Source: an optimization exercise on an open RTL-to-GDS flow (aim: a short achievable clock period). Production flows keep margins and buffers that such runs may drop. The RTL was checked by simulation tests, not by an equivalence proof against the original design. Power and IR drop assume default switching activity.

==> flow/design.v (outline; a module is shown in full before it is edited, if it fits) <==
// module decoder: 13 lines
// module arithmetic_u: 28 lines
// module mul_u: 18 lines
// module div_u: 1694 lines
// module logic_u: 30 lines
// module cmp_u: 30 lines
// module shift_u: 30 lines
// module ALU_TOP: 104 lines
module ALU_TOP #(
parameter WIDTH =16)
(
  input    wire                       CLK,RST,
  input    wire       [3:0]           ALU_FUN,
  input    wire       [WIDTH-1:0]     A,B,
  output   wire       [WIDTH-1:0]     Arith_Out,
  output   reg        [WIDTH-1:0]     Logic_Out,
  output   reg        [WIDTH-1:0]     CMP_Out,
  output   reg        [WIDTH-1:0]     SHIFT_Out,
  output   reg                        Carry_Out,
  output   reg        [3:0]           flags_reg
);
  // ...
==> flow/flow/run.sh <==
#!/bin/bash
# The standard layout (standard.sh: ORFS with the design's SDC and
# settings), with two changes:
#  - repair_timing gets a large setup margin, so the resizer keeps shortening
#    the critical paths well past the 34 ns that the SDC asks for;
#  - the port buffers that buffer_ports inserts are buf_4 cells rather than
#    the slow delay cells it picks by default.
set -euo pipefail
bash standard.sh SETUP_SLACK_MARGIN=25 'BUFFER_PORTS_ARGS=-buffer_cell sky130_fd_sc_hd__buf_4' finish > standard_flow.log 2>&1
==> flow/standard.sh <==
#!/bin/bash
# synth_recipe.tcl (not shown) runs the flow's synth.tcl, then flattens the netlist and writes it again
# the make line also repeats each setting of config.mk as NAME=value (left out here)
make -C /OpenROAD-flow-scripts/flow DESIGN_CONFIG=/design/flow/config.mk WORK_HOME=/design/flow/orfs CLKGATE_MAP_FILE= SYNTH_SCRIPT=/design/flow/synth_recipe.tcl "${@:-finish}"
==> flow/config.mk <==
export PLATFORM = sky130hd
export DESIGN_NAME = ALU_TOP
export DESIGN_NICKNAME = ALU_TOP
export VERILOG_FILES = /design/flow/design.v
export SDC_FILE = /design/flow/constraint.sdc
export NUM_CORES = 4
export LEC_CHECK = 0
export CAP_MARGIN = 20
export CORE_MARGIN = 2
export CORE_UTILIZATION = 40
export SLEW_MARGIN = 20
==> flow/constraint.sdc <==
create_clock -name core_clock -period 34.0 [get_ports {CLK}]
set_input_delay 6.8000 -clock core_clock [delete_from_list [all_inputs] [get_ports {CLK}]]
set_output_delay 6.8000 -clock core_clock [all_outputs]
set_load 0.01 [all_outputs]
==> results.txt, run 1 <==
Detailed routing:
- The top layer used by detailed routing is met5.
- The detailed-routed wire length on met3 is roughly 85000 um.
- The detail route stage leaves a number of antenna-violating nets equal to 0.
- The first TritonRoute pass finished after 7 iterations.
- The per-cell via count in the routed design is 6.464.

Setup path:
- The critical path startpoint category is a register.
- The critical path depth in cells is 14.
- The largest single stage delay on the critical path is 850 ps.
- The most critical setup path has its endpoint at Arith_Out[1].
- The sort of element at the end of the critical path is an output port.
- The standard cell with the maximum stage delay on the critical path is sky130_fd_sc_hd__nor4_4.

Layout:
- The total number of sequential cells is 954.
- Across the whole layout, storage elements account for 23920 um2.

Clock network:
- The clock transition at the registers of the reported paths is 60 ps.
- CTS built an H-tree with a depth of 4.
- The maximum number of buffers from clock root to sink is 4.

Floorplanning:
- The die covers between 200000 and 300000 um2.
- 107 I/O pins were placed.
- The effective utilization at floorplan is 40.23%.

GRT:
- After global routing, the most crowded layer is met2.
- The largest net degree at the start of global routing is 120.
- The wire length of the first global-routing pass is just over 900000 um.
- The overall overflow remaining after global route is 0.
- The initial antenna violation count is 96.
- The total global-route track usage is 49.24%.

Logic synthesis:
- Summing every instance area after synthesis gives 106700 um2.
- Yosys printed 8 warnings.
- The synthesized design contains 0 enable-type register cells.
- The cell type with the highest aggregate area in the netlist is sky130_fd_sc_hd__ha_1.
- The number of distinct library cells after synthesis is 100.
- Sequential elements use 22.36% of the synthesized area.
- By area the synthesized netlist is led by sky130_fd_sc_hd__ha_1 28%, sky130_fd_sc_hd__dfrtp_1 22%, sky130_fd_sc_hd__xnor2_1 5.5%, sky130_fd_sc_hd__a21oi_1 5.0%, sky130_fd_sc_hd__inv_1 4.9%.

Power and ir drop:
- The group with the largest share of power is combinational cells.
- The share of total power dissipated in combinational logic is 67.3%.
- Net switching is 47.21% of the power.

Placed design:
- In this run the cell area measured after placement is ~120000 um2.
- The number of input and output port buffers inserted is slightly above 90.

Flow run:
- The tool flagged a number of max-cap violations equal to 0.

STA:
- For the finished layout, the period the worst path requires is roughly 12000 ps.
- The accumulated negative setup slack is 0 ps.
- On the final layout, the worst hold slack is 5862 ps.

Hold path:
- The worst min-delay path class is input port to async pin.

Run status:
- The run finished with no timing, DRC or antenna violations.
==> run 2, diff against run 1 <==
--- a/flow/design.v
+++ b/flow/design.v
@@ -314,65 +314,65 @@
 assign M120 = {M60[21:0], 1'b0};
 assign M121 = M1 + (M15 << 3);
 assign M122 = {M61[21:0], 1'b0};
 assign M123 = (M31 << 2) - M1;
 assign M124 = {M62[21:0], 1'b0};
 assign M125 = M1 + (M31 << 2);
 assign M126 = {M63[21:0], 1'b0};
 assign M127 = (M1 << 7) - M1;
-wire [3:0] A_s0;
-wire [4:0] A_s1;
+wire [4:0] A_s0;
+wire [3:0] A_s1;
 wire [6:0] A_s2;
-wire H0_1_c = (B <= 16'd15);
-wire H0_2_c = (B <= 16'd7);
-wire H0_3_c = (B <= 16'd5);
-wire H0_4_c = (B <= 16'd3);
-wire H0_5_c = (B <= 16'd3);
-wire H0_6_c = (B <= 16'd2);
-wire H0_7_c = (B <= 16'd2);
-wire H0_8_c = (B <= 16'd1);
-wire H0_9_c = (B <= 16'd1);
-wire H0_10_c = (B <= 16'd1);
-wire H0_11_c = (B <= 16'd1);
-wire H0_12_c = (B <= 16'd1);
-wire H0_13_c = (B <= 16'd1);
-wire H0_14_c = (B <= 16'd1);
-wire H0_15_c = (B <= 16'd1);
+wire H0_1_c = (B <= 16'd31);
+wire H0_2_c = (B <= 16'd15);
+wire H0_3_c = (B <= 16'd10);
+wire H0_4_c = (B <= 16'd7);
+wire H0_5_c = (B <= 16'd6);
+wire H0_6_c = (B <= 16'd5);
+wire H0_7_c = (B <= 16'd4);
+wire H0_8_c = (B <= 16'd3);
+wire H0_9_c = (B <= 16'd3);
+wire H0_10_c = (B <= 16'd3);
+wire H0_11_c = (B <= 16'd2);
+wire H0_12_c = (B <= 16'd2);
+wire H0_13_c = (B <= 16'd2);
+wire H0_14_c = (B <= 16'd2);
+wire H0_15_c = (B <= 16'd2);
+wire H0_16_c = (B <= 16'd1);
+wire H0_17_c = (B <= 16'd1);
+wire H0_18_c = (B <= 16'd1);
+wire H0_19_c = (B <= 16'd1);
+wire H0_20_c = (B <= 16'd1);
+wire H0_21_c = (B <= 16'd1);
+wire H0_22_c = (B <= 16'd1);
+wire H0_23_c = (B <= 16'd1);
+wire H0_24_c = (B <= 16'd1);
+wire H0_25_c = (B <= 16'd1);
+wire H0_26_c = (B <= 16'd1);
+wire H0_27_c = (B <= 16'd1);
+wire H0_28_c = (B <= 16'd1);
+wire H0_29_c = (B <= 16'd1);
+wire H0_30_c = (B <= 16'd1);
+wire H0_31_c = (B <= 16'd1);
 wire H1_1_c = (B <= 16'd511);
 wire H1_2_c = (B <= 16'd255);
 wire H1_3_c = (B <= 16'd170);
 wire H1_4_c = (B <= 16'd127);
 wire H1_5_c = (B <= 16'd102);
 wire H1_6_c = (B <= 16'd85);
 wire H1_7_c = (B <= 16'd73);
 wire H1_8_c = (B <= 16'd63);
 wire H1_9_c = (B <= 16'd56);
 wire H1_10_c = (B <= 16'd51);
 wire H1_11_c = (B <= 16'd46);
 wire H1_12_c = (B <= 16'd42);
 wire H1_13_c = (B <= 16'd39);
 wire H1_14_c = (B <= 16'd36);
 wire H1_15_c = (B <= 16'd34);
-wire H1_16_c = (B <= 16'd31);
-wire H1_17_c = (B <= 16'd30);
-wire H1_18_c = (B <= 16'd28);
-wire H1_19_c = (B <= 16'd26);
-wire H1_20_c = (B <= 16'd25);
-wire H1_21_c = (B <= 16'd24);
-wire H1_22_c = (B <= 16'd23);
-wire H1_23_c = (B <= 16'd22);
-wire H1_24_c = (B <= 16'd21);
-wire H1_25_c = (B <= 16'd20);
-wire H1_26_c = (B <= 16'd19);
-wire H1_27_c = (B <= 16'd18);
-wire H1_28_c = (B <= 16'd18);
-wire H1_29_c = (B <= 16'd17);
-wire H1_30_c = (B <= 16'd17);
-wire H1_31_c = (B <= 16'd16);
 wire H2_2_c = (B <= 16'd32767);
 wire H2_3_c = (B <= 16'd21845);
 wire H2_4_c = (B <= 16'd16383);
 wire H2_5_c = (B <= 16'd13107);
 wire H2_6_c = (B <= 16'd10922);
 wire H2_7_c = (B <= 16'd9362);
 wire H2_8_c = (B <= 16'd8191);
 wire H2_9_c = (B <= 16'd7281);
@@ -489,88 +489,153 @@
 wire H2_120_c = (B <= 16'd546);
 wire H2_121_c = (B <= 16'd541);
 wire H2_122_c = (B <= 16'd537);
 wire H2_123_c = (B <= 16'd532);
 wire H2_124_c = (B <= 16'd528);
 wire H2_125_c = (B <= 16'd524);
 wire H2_126_c = (B <= 16'd520);
 wire H2_127_c = (B <= 16'd516);
-assign A_s0 = A[15:12];
-assign A_s1 = A[11:7];
-wire [3:0] X0 = A_s0;
-wire [4:0] D0_1 = {1'b0, X0} - {1'b0, M1[3:0]};
-wire T0_1 = H0_1_c & ~D0_1[4];
-wire [4:0] D0_2 = {1'b0, X0} - {1'b0, M2[3:0]};
-wire T0_2 = H0_2_c & ~D0_2[4];
-wire [4:0] D0_3 = {1'b0, X0} - {1'b0, M3[3:0]};
-wire T0_3 = H0_3_c & ~D0_3[4];
-wire [4:0] D0_4 = {1'b0, X0} - {1'b0, M4[3:0]};
-wire T0_4 = H0_4_c & ~D0_4[4];
-wire [4:0] D0_5 = {1'b0, X0} - {1'b0, M5[3:0]};
-wire T0_5 = H0_5_c & ~D0_5[4];
-wire [4:0] D0_6 = {1'b0, X0} - {1'b0, M6[3:0]};
-wire T0_6 = H0_6_c & ~D0_6[4];
-wire [4:0] D0_7 = {1'b0, X0} - {1'b0, M7[3:0]};
-wire T0_7 = H0_7_c & ~D0_7[4];
-wire [4:0] D0_8 = {1'b0, X0} - {1'b0, M8[3:0]};
-wire T0_8 = H0_8_c & ~D0_8[4];
-wire [4:0] D0_9 = {1'b0, X0} - {1'b0, M9[3:0]};
-wire T0_9 = H0_9_c & ~D0_9[4];
-wire [4:0] D0_10 = {1'b0, X0} - {1'b0, M10[3:0]};
-wire T0_10 = H0_10_c & ~D0_10[4];
-wire [4:0] D0_11 = {1'b0, X0} - {1'b0, M11[3:0]};
-wire T0_11 = H0_11_c & ~D0_11[4];
-wire [4:0] D0_12 = {1'b0, X0} - {1'b0, M12[3:0]};
-wire T0_12 = H0_12_c & ~D0_12[4];
-wire [4:0] D0_13 = {1'b0, X0} - {1'b0, M13[3:0]};
-wire T0_13 = H0_13_c & ~D0_13[4];
-wire [4:0] D0_14 = {1'b0, X0} - {1'b0, M14[3:0]};
-wire T0_14 = H0_14_c & ~D0_14[4];
-wire [4:0] D0_15 = {1'b0, X0} - {1'b0, M15[3:0]};
-wire T0_15 = H0_15_c & ~D0_15[4];
+assign A_s0 = A[15:11];
+assign A_s1 = A[10:7];
+wire [4:0] X0 = A_s0;
+wire [5:0] D0_1 = {1'b0, X0} - {1'b0, M1[4:0]};
+wire T0_1 = H0_1_c & ~D0_1[5];
+wire [5:0] D0_2 = {1'b0, X0} - {1'b0, M2[4:0]};
+wire T0_2 = H0_2_c & ~D0_2[5];
+wire [5:0] D0_3 = {1'b0, X0} - {1'b0, M3[4:0]};
+wire T0_3 = H0_3_c & ~D0_3[5];
+wire [5:0] D0_4 = {1'b0, X0} - {1'b0, M4[4:0]};
+wire T0_4 = H0_4_c & ~D0_4[5];
+wire [5:0] D0_5 = {1'b0, X0} - {1'b0, M5[4:0]};
+wire T0_5 = H0_5_c & ~D0_5[5];
+wire [5:0] D0_6 = {1'b0, X0} - {1'b0, M6[4:0]};
+wire T0_6 = H0_6_c & ~D0_6[5];
+wire [5:0] D0_7 = {1'b0, X0} - {1'b0, M7[4:0]};
+wire T0_7 = H0_7_c & ~D0_7[5];
+wire [5:0] D0_8 = {1'b0, X0} - {1'b0, M8[4:0]};
+wire T0_8 = H0_8_c & ~D0_8[5];
+wire [5:0] D0_9 = {1'b0, X0} - {1'b0, M9[4:0]};
+wire T0_9 = H0_9_c & ~D0_9[5];
+wire [5:0] D0_10 = {1'b0, X0} - {1'b0, M10[4:0]};
+wire T0_10 = H0_10_c & ~D0_10[5];
+wire [5:0] D0_11 = {1'b0, X0} - {1'b0, M11[4:0]};
+wire T0_11 = H0_11_c & ~D0_11[5];
+wire [5:0] D0_12 = {1'b0, X0} - {1'b0, M12[4:0]};
+wire T0_12 = H0_12_c & ~D0_12[5];
+wire [5:0] D0_13 = {1'b0, X0} - {1'b0, M13[4:0]};
+wire T0_13 = H0_13_c & ~D0_13[5];
+wire [5:0] D0_14 = {1'b0, X0} - {1'b0, M14[4:0]};
+wire T0_14 = H0_14_c & ~D0_14[5];
+wire [5:0] D0_15 = {1'b0, X0} - {1'b0, M15[4:0]};
+wire T0_15 = H0_15_c & ~D0_15[5];
+wire [5:0] D0_16 = {1'b0, X0} - {1'b0, M16[4:0]};
+wire T0_16 = H0_16_c & ~D0_16[5];
+wire [5:0] D0_17 = {1'b0, X0} - {1'b0, M17[4:0]};
+wire T0_17 = H0_17_c & ~D0_17[5];
+wire [5:0] D0_18 = {1'b0, X0} - {1'b0, M18[4:0]};
+wire T0_18 = H0_18_c & ~D0_18[5];
+wire [5:0] D0_19 = {1'b0, X0} - {1'b0, M19[4:0]};
+wire T0_19 = H0_19_c & ~D0_19[5];
+wire [5:0] D0_20 = {1'b0, X0} - {1'b0, M20[4:0]};
+wire T0_20 = H0_20_c & ~D0_20[5];
+wire [5:0] D0_21 = {1'b0, X0} - {1'b0, M21[4:0]};
+wire T0_21 = H0_21_c & ~D0_21[5];
+wire [5:0] D0_22 = {1'b0, X0} - {1'b0, M22[4:0]};
+wire T0_22 = H0_22_c & ~D0_22[5];
+wire [5:0] D0_23 = {1'b0, X0} - {1'b0, M23[4:0]};
+wire T0_23 = H0_23_c & ~D0_23[5];
+wire [5:0] D0_24 = {1'b0, X0} - {1'b0, M24[4:0]};
+wire T0_24 = H0_24_c & ~D0_24[5];
+wire [5:0] D0_25 = {1'b0, X0} - {1'b0, M25[4:0]};
+wire T0_25 = H0_25_c & ~D0_25[5];
+wire [5:0] D0_26 = {1'b0, X0} - {1'b0, M26[4:0]};
+wire T0_26 = H0_26_c & ~D0_26[5];
+wire [5:0] D0_27 = {1'b0, X0} - {1'b0, M27[4:0]};
+wire T0_27 = H0_27_c & ~D0_27[5];
+wire [5:0] D0_28 = {1'b0, X0} - {1'b0, M28[4:0]};
+wire T0_28 = H0_28_c & ~D0_28[5];
+wire [5:0] D0_29 = {1'b0, X0} - {1'b0, M29[4:0]};
+wire T0_29 = H0_29_c & ~D0_29[5];
+wire [5:0] D0_30 = {1'b0, X0} - {1'b0, M30[4:0]};
+wire T0_30 = H0_30_c & ~D0_30[5];
+wire [5:0] D0_31 = {1'b0, X0} - {1'b0, M31[4:0]};
+wire T0_31 = H0_31_c & ~D0_31[5];
 wire S0_t0 = 1'b1;
-wire S0_t16 = 1'b0;
+wire S0_t32 = 1'b0;
 wire S0_0 = S0_t0 & ~T0_1;
 wire S0_1 = T0_1 & ~T0_2;
 wire S0_2 = T0_2 & ~T0_3;
 wire S0_3 = T0_3 & ~T0_4;
 wire S0_4 = T0_4 & ~T0_5;
 wire S0_5 = T0_5 & ~T0_6;
 wire S0_6 = T0_6 & ~T0_7;
 wire S0_7 = T0_7 & ~T0_8;
 wire S0_8 = T0_8 & ~T0_9;
 wire S0_9 = T0_9 & ~T0_10;
 wire S0_10 = T0_10 & ~T0_11;
 wire S0_11 = T0_11 & ~T0_12;
 wire S0_12 = T0_12 & ~T0_13;
 wire S0_13 = T0_13 & ~T0_14;
 wire S0_14 = T0_14 & ~T0_15;
-wire S0_15 = T0_15 & ~S0_t16;
-wire Qd0_0 = S0_1 | S0_3 | S0_5 | S0_7 | S0_9 | S0_11 | S0_13 | S0_15;
-wire Qd0_1 = S0_2 | S0_3 | S0_6 | S0_7 | S0_10 | S0_11 | S0_14 | S0_15;
-wire Qd0_2 = S0_4 | S0_5 | S0_6 | S0_7 | S0_12 | S0_13 | S0_14 | S0_15;
-wire Qd0_3 = S0_8 | S0_9 | S0_10 | S0_11 | S0_12 | S0_13 | S0_14 | S0_15;
-wire [3:0] Qd0 = {Qd0_3, Qd0_2, Qd0_1, Qd0_0};
-wire [3:0] R1 = ({4{S0_0}} & X0[3:0])
-    | ({4{S0_1}} & D0_1[3:0])
-    | ({4{S0_2}} & D0_2[3:0])
-    | ({4{S0_3}} & D0_3[3:0])
-    | ({4{S0_4}} & D0_4[3:0])
-    | ({4{S0_5}} & D0_5[3:0])
-    | ({4{S0_6}} & D0_6[3:0])
-    | ({4{S0_7}} & D0_7[3:0])
-    | ({4{S0_8}} & D0_8[3:0])
-    | ({4{S0_9}} & D0_9[3:0])
-    | ({4{S0_10}} & D0_10[3:0])
-    | ({4{S0_11}} & D0_11[3:0])
-    | ({4{S0_12}} & D0_12[3:0])
-    | ({4{S0_13}} & D0_13[3:0])
-    | ({4{S0_14}} & D0_14[3:0])
-    | ({4{S0_15}} & D0_15[3:0]);
+wire S0_15 = T0_15 & ~T0_16;
+wire S0_16 = T0_16 & ~T0_17;
+wire S0_17 = T0_17 & ~T0_18;
+wire S0_18 = T0_18 & ~T0_19;
+wire S0_19 = T0_19 & ~T0_20;
+wire S0_20 = T0_20 & ~T0_21;
+wire S0_21 = T0_21 & ~T0_22;
+wire S0_22 = T0_22 & ~T0_23;
+wire S0_23 = T0_23 & ~T0_24;
+wire S0_24 = T0_24 & ~T0_25;
+wire S0_25 = T0_25 & ~T0_26;
+wire S0_26 = T0_26 & ~T0_27;
+wire S0_27 = T0_27 & ~T0_28;
+wire S0_28 = T0_28 & ~T0_29;
+wire S0_29 = T0_29 & ~T0_30;
+wire S0_30 = T0_30 & ~T0_31;
+wire S0_31 = T0_31 & ~S0_t32;
+wire Qd0_0 = S0_1 | S0_3 | S0_5 | S0_7 | S0_9 | S0_11 | S0_13 | S0_15 | S0_17 | S0_19 | S0_21 | S0_23 | S0_25 | S0_27 | S0_29 | S0_31;
+wire Qd0_1 = S0_2 | S0_3 | S0_6 | S0_7 | S0_10 | S0_11 | S0_14 | S0_15 | S0_18 | S0_19 | S0_22 | S0_23 | S0_26 | S0_27 | S0_30 | S0_31;
+wire Qd0_2 = S0_4 | S0_5 | S0_6 | S0_7 | S0_12 | S0_13 | S0_14 | S0_15 | S0_20 | S0_21 | S0_22 | S0_23 | S0_28 | S0_29 | S0_30 | S0_31;
+wire Qd0_3 = S0_8 | S0_9 | S0_10 | S0_11 | S0_12 | S0_13 | S0_14 | S0_15 | S0_24 | S0_25 | S0_26 | S0_27 | S0_28 | S0_29 | S0_30 | S0_31;
+wire Qd0_4 = S0_16 | S0_17 | S0_18 | S0_19 | S0_20 | S0_21 | S0_22 | S0_23 | S0_24 | S0_25 | S0_26 | S0_27 | S0_28 | S0_29 | S0_30 | S0_31;
+wire [4:0] Qd0 = {Qd0_4, Qd0_3, Qd0_2, Qd0_1, Qd0_0};
+wire [4:0] R1 = ({5{S0_0}} & X0[4:0])
+    | ({5{S0_1}} & D0_1[4:0])
+    | ({5{S0_2}} & D0_2[4:0])
+    | ({5{S0_3}} & D0_3[4:0])
+    | ({5{S0_4}} & D0_4[4:0])
+    | ({5{S0_5}} & D0_5[4:0])
+    | ({5{S0_6}} & D0_6[4:0])
+    | ({5{S0_7}} & D0_7[4:0])
+    | ({5{S0_8}} & D0_8[4:0])
+    | ({5{S0_9}} & D0_9[4:0])
+    | ({5{S0_10}} & D0_10[4:0])
+    | ({5{S0_11}} & D0_11[4:0])
+    | ({5{S0_12}} & D0_12[4:0])
+    | ({5{S0_13}} & D0_13[4:0])
+    | ({5{S0_14}} & D0_14[4:0])
+    | ({5{S0_15}} & D0_15[4:0])
+    | ({5{S0_16}} & D0_16[4:0])
+    | ({5{S0_17}} & D0_17[4:0])
+    | ({5{S0_18}} & D0_18[4:0])
+    | ({5{S0_19}} & D0_19[4:0])
+    | ({5{S0_20}} & D0_20[4:0])
+    | ({5{S0_21}} & D0_21[4:0])
+    | ({5{S0_22}} & D0_22[4:0])
+    | ({5{S0_23}} & D0_23[4:0])
+    | ({5{S0_24}} & D0_24[4:0])
+    | ({5{S0_25}} & D0_25[4:0])
+    | ({5{S0_26}} & D0_26[4:0])
+    | ({5{S0_27}} & D0_27[4:0])
+    | ({5{S0_28}} & D0_28[4:0])
+    | ({5{S0_29}} & D0_29[4:0])
+    | ({5{S0_30}} & D0_30[4:0])
+    | ({5{S0_31}} & D0_31[4:0]);
 wire [8:0] X1 = {R1, A_s1};
 wire [9:0] D1_1 = {1'b0, X1} - {1'b0, M1[8:0]};
 wire T1_1 = H1_1_c & ~D1_1[9];
 wire [9:0] D1_2 = {1'b0, X1} - {1'b0, M2[8:0]};
 wire T1_2 = H1_2_c & ~D1_2[9];
 wire [9:0] D1_3 = {1'b0, X1} - {1'b0, M3[8:0]};
 wire T1_3 = H1_3_c & ~D1_3[9];
 wire [9:0] D1_4 = {1'b0, X1} - {1'b0, M4[8:0]};
@@ -592,120 +657,55 @@
 wire [9:0] D1_12 = {1'b0, X1} - {1'b0, M12[8:0]};
 wire T1_12 = H1_12_c & ~D1_12[9];
 wire [9:0] D1_13 = {1'b0, X1} - {1'b0, M13[8:0]};
 wire T1_13 = H1_13_c & ~D1_13[9];
 wire [9:0] D1_14 = {1'b0, X1} - {1'b0, M14[8:0]};
 wire T1_14 = H1_14_c & ~D1_14[9];
 wire [9:0] D1_15 = {1'b0, X1} - {1'b0, M15[8:0]};
 wire T1_15 = H1_15_c & ~D1_15[9];
-wire [9:0] D1_16 = {1'b0, X1} - {1'b0, M16[8:0]};
-wire T1_16 = H1_16_c & ~D1_16[9];
-wire [9:0] D1_17 = {1'b0, X1} - {1'b0, M17[8:0]};
-wire T1_17 = H1_17_c & ~D1_17[9];
-wire [9:0] D1_18 = {1'b0, X1} - {1'b0, M18[8:0]};
-wire T1_18 = H1_18_c & ~D1_18[9];
-wire [9:0] D1_19 = {1'b0, X1} - {1'b0, M19[8:0]};
-wire T1_19 = H1_19_c & ~D1_19[9];
-wire [9:0] D1_20 = {1'b0, X1} - {1'b0, M20[8:0]};
-wire T1_20 = H1_20_c & ~D1_20[9];
-wire [9:0] D1_21 = {1'b0, X1} - {1'b0, M21[8:0]};
-wire T1_21 = H1_21_c & ~D1_21[9];
-wire [9:0] D1_22 = {1'b0, X1} - {1'b0, M22[8:0]};
-wire T1_22 = H1_22_c & ~D1_22[9];
-wire [9:0] D1_23 = {1'b0, X1} - {1'b0, M23[8:0]};
-wire T1_23 = H1_23_c & ~D1_23[9];
-wire [9:0] D1_24 = {1'b0, X1} - {1'b0, M24[8:0]};
-wire T1_24 = H1_24_c & ~D1_24[9];
-wire [9:0] D1_25 = {1'b0, X1} - {1'b0, M25[8:0]};
-wire T1_25 = H1_25_c & ~D1_25[9];
-wire [9:0] D1_26 = {1'b0, X1} - {1'b0, M26[8:0]};
-wire T1_26 = H1_26_c & ~D1_26[9];
-wire [9:0] D1_27 = {1'b0, X1} - {1'b0, M27[8:0]};
-wire T1_27 = H1_27_c & ~D1_27[9];
-wire [9:0] D1_28 = {1'b0, X1} - {1'b0, M28[8:0]};
-wire T1_28 = H1_28_c & ~D1_28[9];
-wire [9:0] D1_29 = {1'b0, X1} - {1'b0, M29[8:0]};
-wire T1_29 = H1_29_c & ~D1_29[9];
-wire [9:0] D1_30 = {1'b0, X1} - {1'b0, M30[8:0]};
-wire T1_30 = H1_30_c & ~D1_30[9];
-wire [9:0] D1_31 = {1'b0, X1} - {1'b0, M31[8:0]};
-wire T1_31 = H1_31_c & ~D1_31[9];
 wire S1_t0 = 1'b1;
-wire S1_t32 = 1'b0;
+wire S1_t16 = 1'b0;
 wire S1_0 = S1_t0 & ~T1_1;
 wire S1_1 = T1_1 & ~T1_2;
 wire S1_2 = T1_2 & ~T1_3;
 wire S1_3 = T1_3 & ~T1_4;
 wire S1_4 = T1_4 & ~T1_5;
 wire S1_5 = T1_5 & ~T1_6;
 wire S1_6 = T1_6 & ~T1_7;
 wire S1_7 = T1_7 & ~T1_8;
 wire S1_8 = T1_8 & ~T1_9;
 wire S1_9 = T1_9 & ~T1_10;
 wire S1_10 = T1_10 & ~T1_11;
 wire S1_11 = T1_11 & ~T1_12;
 wire S1_12 = T1_12 & ~T1_13;
 wire S1_13 = T1_13 & ~T1_14;
 wire S1_14 = T1_14 & ~T1_15;
-wire S1_15 = T1_15 & ~T1_16;
-wire S1_16 = T1_16 & ~T1_17;
-wire S1_17 = T1_17 & ~T1_18;
-wire S1_18 = T1_18 & ~T1_19;
-wire S1_19 = T1_19 & ~T1_20;
-wire S1_20 = T1_20 & ~T1_21;
-wire S1_21 = T1_21 & ~T1_22;
-wire S1_22 = T1_22 & ~T1_23;
-wire S1_23 = T1_23 & ~T1_24;
-wire S1_24 = T1_24 & ~T1_25;
-wire S1_25 = T1_25 & ~T1_26;
-wire S1_26 = T1_26 & ~T1_27;
-wire S1_27 = T1_27 & ~T1_28;
-wire S1_28 = T1_28 & ~T1_29;
-wire S1_29 = T1_29 & ~T1_30;
-wire S1_30 = T1_30 & ~T1_31;
-wire S1_31 = T1_31 & ~S1_t32;
-wire Qd1_0 = S1_1 | S1_3 | S1_5 | S1_7 | S1_9 | S1_11 | S1_13 | S1_15 | S1_17 | S1_19 | S1_21 | S1_23 | S1_25 | S1_27 | S1_29 | S1_31;
-wire Qd1_1 = S1_2 | S1_3 | S1_6 | S1_7 | S1_10 | S1_11 | S1_14 | S1_15 | S1_18 | S1_19 | S1_22 | S1_23 | S1_26 | S1_27 | S1_30 | S1_31;
-wire Qd1_2 = S1_4 | S1_5 | S1_6 | S1_7 | S1_12 | S1_13 | S1_14 | S1_15 | S1_20 | S1_21 | S1_22 | S1_23 | S1_28 | S1_29 | S1_30 | S1_31;
-wire Qd1_3 = S1_8 | S1_9 | S1_10 | S1_11 | S1_12 | S1_13 | S1_14 | S1_15 | S1_24 | S1_25 | S1_26 | S1_27 | S1_28 | S1_29 | S1_30 | S1_31;
-wire Qd1_4 = S1_16 | S1_17 | S1_18 | S1_19 | S1_20 | S1_21 | S1_22 | S1_23 | S1_24 | S1_25 | S1_26 | S1_27 | S1_28 | S1_29 | S1_30 | S1_31;
-wire [4:0] Qd1 = {Qd1_4, Qd1_3, Qd1_2, Qd1_1, Qd1_0};
+wire S1_15 = T1_15 & ~S1_t16;
+wire Qd1_0 = S1_1 | S1_3 | S1_5 | S1_7 | S1_9 | S1_11 | S1_13 | S1_15;
+wire Qd1_1 = S1_2 | S1_3 | S1_6 | S1_7 | S1_10 | S1_11 | S1_14 | S1_15;
+wire Qd1_2 = S1_4 | S1_5 | S1_6 | S1_7 | S1_12 | S1_13 | S1_14 | S1_15;
+wire Qd1_3 = S1_8 | S1_9 | S1_10 | S1_11 | S1_12 | S1_13 | S1_14 | S1_15;
+wire [3:0] Qd1 = {Qd1_3, Qd1_2, Qd1_1, Qd1_0};
 wire [8:0] R2 = ({9{S1_0}} & X1[8:0])
     | ({9{S1_1}} & D1_1[8:0])
     | ({9{S1_2}} & D1_2[8:0])
     | ({9{S1_3}} & D1_3[8:0])
     | ({9{S1_4}} & D1_4[8:0])
     | ({9{S1_5}} & D1_5[8:0])
     | ({9{S1_6}} & D1_6[8:0])
     | ({9{S1_7}} & D1_7[8:0])
     | ({9{S1_8}} & D1_8[8:0])
     | ({9{S1_9}} & D1_9[8:0])
     | ({9{S1_10}} & D1_10[8:0])
     | ({9{S1_11}} & D1_11[8:0])
     | ({9{S1_12}} & D1_12[8:0])
     | ({9{S1_13}} & D1_13[8:0])
     | ({9{S1_14}} & D1_14[8:0])
-    | ({9{S1_15}} & D1_15[8:0])
-    | ({9{S1_16}} & D1_16[8:0])
-    | ({9{S1_17}} & D1_17[8:0])
-    | ({9{S1_18}} & D1_18[8:0])
-    | ({9{S1_19}} & D1_19[8:0])
-    | ({9{S1_20}} & D1_20[8:0])
-    | ({9{S1_21}} & D1_21[8:0])
-    | ({9{S1_22}} & D1_22[8:0])
-    | ({9{S1_23}} & D1_23[8:0])
-    | ({9{S1_24}} & D1_24[8:0])
-    | ({9{S1_25}} & D1_25[8:0])
-    | ({9{S1_26}} & D1_26[8:0])
-    | ({9{S1_27}} & D1_27[8:0])
-    | ({9{S1_28}} & D1_28[8:0])
-    | ({9{S1_29}} & D1_29[8:0])
-    | ({9{S1_30}} & D1_30[8:0])
-    | ({9{S1_31}} & D1_31[8:0]);
+    | ({9{S1_15}} & D1_15[8:0]);
 reg [8:0] r_R;
 reg [8:0] r_Q;
 reg [6:0] r_A;
 reg [15:0] r_M1;
 reg [15:0] r_M3;
 reg [15:0] r_M5;
 reg [15:0] r_M7;
 reg [15:0] r_M9;
==> run 2 against run 1 <==
Compared with the run above: critical path depth up 1; global-route usage is 4.4 points lower; synthesized area shrank 2.4%; final area decreased by 4.1%; critical path type unchanged; largest cell class unchanged.
==> results.txt, run 2 <==
Run status:
- The run finished with no timing, DRC or antenna violations.

Power and ir drop:
- The power density over the cells is 63.59 nW/um2.
- The maximum resistive drop on vdd is roughly 0.12 mV.
- The analysis attributes to cell leakage a power of 66.97 nW.

Flow run:
- The number of violations of the max-capacitance limit is 0 (unchanged).

STA:
- The minimum clock period after layout is 12240 ps (+99.60 ps).
- Timing would allow up to between 80 and 90 MHz.
- The hold violation total from the final report was 0.
- The headroom to the max-slew limit is 5.768%.
- Setup violations remaining at the end of the flow were counted as 0.
- Setup repair after global routing could not meet its margin everywhere.
- The transition time at the pin with the least slew margin is 1413 ps.
- Dividing the final minimum period by the clock period gives 36.01%.
- The number of pins with negative max-slew slack in the final report is 0.
- The accumulated negative setup slack is 0 ps (unchanged).

Clock network:
- The maximum number of buffers from clock root to sink came to 3 (-1).
- The H-tree level count came to 3 (-1).
- Buffers inserted during clock tree synthesis total 121.
- The root buffer selected by CTS is sky130_fd_sc_hd__clkbuf_16.
- TritonCTS built the clock tree.
- The clock drives 954 sinks.
- The clock transition at the registers of the reported paths came to 60 ps (about the same).

Logic synthesis:
- Yosys attributes the largest share of cell area to sky130_fd_sc_hd__ha_1 28%, sky130_fd_sc_hd__dfrtp_1 23%, sky130_fd_sc_hd__xnor2_1 5.1%, sky130_fd_sc_hd__a21oi_1 4.9%, sky130_fd_sc_hd__inv_1 4.9%.
- The top-area cell type share of the netlist area is 28.08%.
- The most instantiated flip-flop cell in the synthesis netlist is sky130_fd_sc_hd__dfrtp_1.
- The dominant cell by count in the synthesized netlist is sky130_fd_sc_hd__ha_1.
- The post-synthesis sequential area ratio is 22.93% (+0.56 points).
- The register bit count reported by yosys is 954.
- The commonest cells after synthesis are 2337 x sky130_fd_sc_hd__ha_1, 1358 x sky130_fd_sc_hd__inv_1, 1021 x sky130_fd_sc_hd__a21oi_1.
- The number of distinct library cells after synthesis is 107 (+7.0%).
- The cell type with the highest aggregate area in the netlist is sky130_fd_sc_hd__ha_1.
- Synthesis produced a netlist whose cell count is 11.87k.
- The cell area after technology mapping came to 104100 um2 (-2.4%).
- The fraction of registers with async set/reset is 100.0%.
- The mean cell area of the mapped netlist is 8.773 um2.
- The synthesis warning total is 8 (unchanged).
- The number of enable flip-flop cells after synthesis was 0 (unchanged).

Setup path:
- The highest fanout seen on the critical path is 12.
- The critical path startpoint category is a register.
- STA puts the critical path data required time at 27200 ps.
- Counting both buffers and inverters, the worst setup path holds a total of 5.
- The maximum single-stage delay on the critical path was 580 ps (-270 ps).
- The critical path is of the register to output port type.
- The cell family contributing the most delay on the critical path is compound AO/OA/AOI/OAI gates.
- STA puts the critical path data arrival time at 5440 ps.
- The sort of element at the end of the critical path is an output port.
- Traced cell by cell, the critical path runs through buf_16, buf_16, ha_4, a31oi_2, o21ai_1, a31oi_2, o22ai_4, a311oi_4, buf_12, buf_4, nor4_4, nand4b_1, nor4_4, a41oi_4, buf_6.
- The standard cell with the maximum stage delay on the critical path is sky130_fd_sc_hd__dfrtp_4.

Layout:
- The footprint of the flip-flops and latches is 23920 um2 (unchanged).
- In the layout the commonest cells are 1956 x sky130_fd_sc_hd__ha_1, 1220 x sky130_fd_sc_hd__inv_1, 972 x sky130_fd_sc_hd__buf_4.
- The number of fillers in the final layout is 22.27k.
- The final core area utilization is approximately 56%.
- After the last flow step, the layout net total stands at 15.77k.
- Compared with the post-synthesis result, the final layout area differs by 38.44%.
- The library cell used most frequently in the layout, excluding fill and tap cells, is sky130_fd_sc_hd__ha_1.
- The share of post-route cells with drive strength above 1 is 28.68%.
- Summing all multi-input logic gate instances after layout gives approximately 90000 um2.

GRT:
- The wire length of the first global-routing pass is 827400 um (-9.6%).
- The number of global-route vias before repair was 103.0k.
- The initial antenna violation count was 88 (-8.3%).
- The largest net degree at the start of global routing is 117 (-2.5%).
- The overall overflow remaining after global route is 0 (unchanged).
- The total global-route track usage is 44.82% (-4.4 points).

Floorplanning:
- The die span in y is 514.2 um.
- The width of the die is around 500 um.
- The number of I/O pins was 107 (unchanged).
- The core area is approximately 260000 um2.
- The number of core rows is between 150 and 200.
- The effective utilization at floorplan is 40.17% (-0.065 points).
- The die area came to 264400 um2 (-2.4%).

Detailed routing:
- The total detailed-routing wirelength is 620100 um.
- The via count is about 110k.
- The residual DRC count is 0.
- The DRC marker count from the first detailed-route iteration is 13.24k.
- The number of nets still failing antenna checks after routing is 0 (unchanged).
- The routed length per instance is 36.90 um.
- The per-cell via count in the routed design is 6.429 (-0.54%).
- The number of detailed-routing iterations run before antenna repair is 9 (+2).

Placed design:
- The number of input and output port buffers inserted was 92 (unchanged).
- The weighted congestion at the end of routability-driven global placement is about 1.1.
- Detailed placement finished with a half-perimeter wire length of approximately 430000 um.

Hold path:
- The worst min-delay path class is input port to async pin.
==> run 2: changes by cell type after synthesis, moves of 47 or more <==
cell                       previous run  this run
sky130_fd_sc_hd__o21ai_0            640       578
sky130_fd_sc_hd__ha_1              2386      2337
sky130_fd_sc_hd__nor2_1             870       764
sky130_fd_sc_hd__inv_1             1405      1358
sky130_fd_sc_hd__xnor2_1            670       607
sky130_fd_sc_hd__a21o_1             281       357
sky130_fd_sc_hd__clkbuf_1           245       187
==> run 2: cells by family after synthesis <==
logic type	Yosys count	synth area share (%)
flip-flops	954	22.93
other	1	0.003601
buffers and inverters	1609	5.935
XOR/XNOR	842	7.162
AND/OR/NAND/NOR	2657	12.40
adder cells (fa/ha/maj)	2451	30.27
multiplexers	40	0.5684
AO/OA/AOI/OAI	3315	20.73
==> run 2: area by class of cell <==
class / count / area share, %
multi-input cells: 9321 / 62.04
flip-flops and latches: 954 / 16.60
repair buffers: 1508 / 11.62
inverters: 1367 / 3.843
well taps: 3402 / 2.953
clock buffers: 158 / 2.357
clock inverters: 54 / 0.4861
diodes: 35 / 0.06076
repair inverters: 5 / 0.04079
==> run 2: where the power goes <==
| group | leakage [nW] | internal [mW] | switching (mW) |
|---|---|---|---|
| combinational | 53.5 | 2.60 | 3.53 |
| sequential | 11.5 | 1.50 | 0.131 |
| clock | 1.99 | 0.784 | 0.623 |
==> run 2: stage by stage <==
stage               power (mW)  instance area [um2]  worst slack (ps)  std cells  hold slack (ps)
finish                   9.167               144200             21760      16804             5856
global route             9.639               144100             21850      16774             5924
CTS                      8.439               136000             21960      16375             6038
detailed placement       6.219               114500             18250      15395             6916
global placement         6.086               114400             18340      15391             6919
floorplan                4.755               109200             21180      11882             6504
==> run 2: path summary, 6_finish.rpt <==
path                       cells after the start        from             end
worst max-delay path                          15  D_U.r_A[5]    Arith_Out[0]
worst min-delay path                           1         RST    Logic_Out[8]
max in group asynchronous                      5         RST  D_U.r_M107[12]
min in group core_clock                        1        A[3]      D_U.r_A[3]
==> run 2: metal layers <==
layer  routed length (um)  vias to the layer above  GRT usage (%)  share of wire, %
met5                  496                        -              0             0.080
met4                64060                       53          37.40                10
met3                76480                     2282          14.84                12
met2               246500                     6883          62.88                40
met1               232500                    53338          55.24                37
li1                     -                    45473              -                 -
==> run 2: repair_timing <==
action / CTS / global route
hold buffers: 0 / 0
endpoints found under the setup margin: 857 / 641
cloned: 37 / 7
pin swaps: 539 / 645
setup buffers: 731 / 387
gates resized for setup: 2055 / 956

==> re-timing with driven ports <==
The flow's constraints put no driver on any port. The routed layouts listed below were extracted and timed again, unchanged, in two steps.
Step 1: set_driving_cell puts a clkbuf_16 on CLK and a buf_2 on each other input, an assumption about the parent block.
Step 2 moves the port delays by t, midway between the first and last clock arrival at a register: inputs arrive t later, outputs are due t later. That takes back most of the time a late clock gives input paths.
a / b / c = ideal / step 1 / step 2; a / b = the first two.
| run | shift t [ns] | setup WS [ns] | worst setup path after step 2 | latest minus earliest clock arrival (ns) |
|---|---|---|---|---|
| run 1 | 0.962 | 21.855 / 21.758 / 21.094 | input to register | 0.054 / 0.054 |
| run 2 | 0.968 | 21.755 / 21.648 / 20.851 | input to register | 0.059 / 0.059 |
After both steps setup and hold are still met in every run listed. For run 2, which loses most, drivers alone change the setup slack by -0.107 ns; drivers and shift together by -0.904 ns.
